Background: an optimization exercise with open tools, aiming at small area and a short achievable clock period. Do not read the settings as production practice. Where RTL was checked, it was by simulation tests only, not by an equivalence proof against the original. Power is estimated from default activity; no workload was simulated.

// alu16_reg
module alu16_reg (
    input             clk,
    input      [15:0] valA,
    input      [15:0] valB,
    input      [ 3:0] aluop,
    input             shift_Dir,
    input             rotator_Dir,
    input             sub,
    output reg [ 3:0] cc,
    output reg [15:0] result
);
    reg [15:0] a_q, b_q;
    reg [ 3:0] op_q;
    reg        sd_q, rd_q, sub_q;
    wire [ 3:0] cc_d;
    wire [15:0] result_d;
    always @(posedge clk) begin
        a_q   <= valA;
        b_q   <= valB;
        op_q  <= aluop;
        sd_q  <= shift_Dir;
        rd_q  <= rotator_Dir;
        sub_q <= sub;
        cc     <= cc_d;
        result <= result_d;
    end
    ALU16 u_alu (a_q, b_q, op_q, sd_q, rd_q, sub_q, cc_d, result_d);
endmodule
Size in the first run: roughly 980 cells after synthesis, roughly 58 flip-flops, about 60 I/O pins.
export LEC_CHECK = 0
export ABC_AREA = 1
export CAP_MARGIN = 20
export CORE_MARGIN = 2
export CORE_UTILIZATION = 40
export CTS_BUF_LIST = sky130_fd_sc_hd__clkbuf_4 sky130_fd_sc_hd__clkbuf_8
export SETUP_SLACK_MARGIN = 3
export SLEW_MARGIN = 20
create_clock -name core_clock -period 8.5 [get_ports {clk}]
standard.sh (not shown) runs the stock make flow with config.mk's settings and CLKGATE_MAP_FILE= SYNTH_SCRIPT=/design/flow/synth_recipe.tcl, a recipe that flattens the netlist after the stock synthesis.
==> flow/flow/run.sh <==
#!/bin/bash
set -euo pipefail
W=$PWD
rm -rf "$W/scripts_amap"
cp -r "$FLOW_HOME/scripts" "$W/scripts_amap"
cp "$W/flow/abc_area.script" "$W/scripts_amap/abc_area.script"
bash "$W/standard.sh" "SCRIPTS_DIR=$W/scripts_amap" synth > "$W/synth.log" 2>&1
bash "$W/standard.sh" "BUFFER_PORTS_ARGS=-buffer_cell sky130_fd_sc_hd__buf_1" finish > "$W/layout.log" 2>&1
==> flow/flow/abc_area.script <==
strash
dch
amap
topo
stime -c
buffer -c
upsize -c
dnsize -c
Edit:
==> flow/run.sh (new file) <==
#!/bin/bash
# synth_recipe.tcl (not shown) runs the flow's synth.tcl, then flattens the netlist and writes it again
# the make line also repeats each setting of config.mk as NAME=value (left out here)
make -C /OpenROAD-flow-scripts/flow DESIGN_CONFIG=/design/flow/config.mk WORK_HOME=/design/flow/orfs CLKGATE_MAP_FILE= SYNTH_SCRIPT=/design/flow/synth_recipe.tcl finish
--- a/flow/config.mk
+++ b/flow/config.mk
@@ -13 +13 @@
-export SETUP_SLACK_MARGIN = 3
+export SETUP_SLACK_MARGIN = 4
removed: flow/flow/run.sh
removed: flow/flow/abc_area.script
removed: flow/standard.sh
Result:
- clock power is about the same
- total power is higher by well over a third
- setup slack improves by 0.75 ns
- first-iteration DRC count increases by a quarter to a third
- via count is higher by roughly a tenth
- routed wire length climbs by roughly a tenth
Edit:
==> flow/flow/run.sh (new file) <==
#!/bin/bash
set -euo pipefail
W=$PWD
rm -rf "$W/scripts_amap"
cp -r "$FLOW_HOME/scripts" "$W/scripts_amap"
cp "$W/flow/abc_area.script" "$W/scripts_amap/abc_area.script"
bash "$W/standard.sh" "SCRIPTS_DIR=$W/scripts_amap" synth > "$W/synth.log" 2>&1
bash "$W/standard.sh" "BUFFER_PORTS_ARGS=-buffer_cell sky130_fd_sc_hd__buf_1" finish > "$W/layout.log" 2>&1
==> flow/flow/abc_area.script (new file) <==
strash
dch
amap
topo
stime -c
buffer -c
upsize -c
dnsize -c
==> flow/standard.sh (new file) <==
#!/bin/bash
# synth_recipe.tcl (not shown) runs the flow's synth.tcl, then flattens the netlist and writes it again
# the make line also repeats each setting of config.mk as NAME=value (left out here)
make -C /OpenROAD-flow-scripts/flow DESIGN_CONFIG=/design/flow/config.mk WORK_HOME=/design/flow/orfs CLKGATE_MAP_FILE= SYNTH_SCRIPT=/design/flow/synth_recipe.tcl "${@:-finish}"
--- a/flow/config.mk
+++ b/flow/config.mk
@@ -13 +13 @@
-export SETUP_SLACK_MARGIN = 4
+export SETUP_SLACK_MARGIN = 1
removed: flow/run.sh
Count of clock-buffer cells in the layout does not change.
Design area goes down by a quarter to a third.
Fmax goes down by a quarter to a third.
Final cell count goes down by about a fifth.
Die area goes down by roughly a tenth.
Worst setup slack gets worse by 1.8 ns.
Register-to-register slack gets worse by 1.8 ns.
Utilization goes down by 8.0 points.
Routed wire length goes down by about a fifth.
Power goes down by well over a third.
Edit:
==> flow/flow/abc_area.script (replaced) <==
strash
dch
map -D 3000
topo
stime -c
buffer -c
upsize -c
dnsize -c
--- a/flow/config.mk
+++ b/flow/config.mk
@@ -13 +13 @@
-export SETUP_SLACK_MARGIN = 1
+export SETUP_SLACK_MARGIN = 2
Effect:
- The new run finished with timing, DRC and antenna clean
- count of clock-buffer cells in the layout rises by 2
- worst setup slack improves by 0.75 ns
- synthesized area goes up by 3.0%
- register-to-register slack gets better by 0.75 ns
- via count drops by 2.4%


Setup of run A:
Another version of the RTL of alu16_reg (not shown whole).
Size in the first run: about 930 cells after synthesis, about 6600 um2 of cells after synthesis.
clock: 8.5 ns
lec_check: 0
abc_area: 1
cap_margin: 20
core_margin: 2
core_utilization: 40
cts_buf_list: sky130_fd_sc_hd__clkbuf_4 sky130_fd_sc_hd__clkbuf_8
setup_slack_margin: 2
slew_margin: 20
==> flow/flow/run.sh <==
#!/bin/bash
set -euo pipefail
W=$PWD
rm -rf "$W/scripts_amap"
cp -r "$FLOW_HOME/scripts" "$W/scripts_amap"
cp "$W/flow/abc_area.script" "$W/scripts_amap/abc_area.script"
bash "$W/standard.sh" "SCRIPTS_DIR=$W/scripts_amap" synth > "$W/synth.log" 2>&1
bash "$W/standard.sh" "BUFFER_PORTS_ARGS=-buffer_cell sky130_fd_sc_hd__buf_1" finish > "$W/layout.log" 2>&1
==> flow/flow/abc_area.script <==
strash
dch
map -D 3000
topo
stime -c
> inputs changed (run A -> run B)
Settings: SETUP_SLACK_MARGIN changed from 2 to 3.
==> flow/flow/abc_area.script <==
strash
dch
amap
topo
stime -c
buffer -c
upsize -c
dnsize -c
==> comparison <==
Status | run A and run B | clean
Measured against each other, run A and run B differ in worst setup slack after layout, the lower figure coming from run A.
Power in sequential cells delta (run A -> run B): insignificant
Area growth from synthesis to layout in run B is 11 points higher than in run A
Run B ended up with a higher via count than run A did.
Comparing run A and run B, the higher routing usage on met2 was measured on run A.
Run B reports its worst setup path startpoint as b_q[2] while run A reports b_q[3].
Note that the distinct cell type count after synthesis recorded for run B amounts to 1.7 times the value seen in run A.
Relative to run B, the following input files were edited for run C:
Settings: a change of SETUP_SLACK_MARGIN from 3 to 2.
### Flow results
Run C finished all stages; the layout is clean.
Lower reported net switching power among run B and run C: run C
[compare] base=run B new=run C: sequential portion of the cell area up 1.4 points, layout multi-input combinational cell count flat, diode insertion count for antenna repair closely matched the old numbers, total power moved down, fmax went down 0.0078 GHz.
NOTE power per cell area run B->run C increased by a little under 10%
No run of this note included a check of the RTL's function; only the layout flow was run.

-- afterwards: timing with drivers on the ports --
How much do the figures lean on ideal ports? The routed layouts below were timed once more, with nothing changed but the port constraints. Step 1 assumes that a clkbuf_16 drives the clock port and a buf_2 every other input. Step 2 moves the port delays by t, midway between the first and last clock arrival at a register: inputs arrive t later, outputs are due t later. That takes back most of the time a late clock gives input paths. a / b / c = no drivers / after step 1 / after step 2; a / b = the first two.
run	t (ns)	slack for setup (ns)	clock arrival spread, ns
the first run of note 1	0.418	2.945 / 2.945 / 2.945	0.013 / 0.013
the second run of note 1	0.418	3.698 / 3.698 / 3.698	0.018 / 0.018
the third run of note 1	0.415	1.858 / 1.858 / 1.858	0.022 / 0.023
the fourth run of note 1	0.406	2.605 / 2.605 / 2.605	0.013 / 0.013
run A	0.419	2.463 / 2.463 / 2.463	0.025 / 0.024
run B	0.402	2.612 / 2.612 / 2.612	0.022 / 0.022
run C	0.400	2.330 / 2.330 / 2.330	0.013 / 0.013
After both steps setup and hold are still met in every run listed.
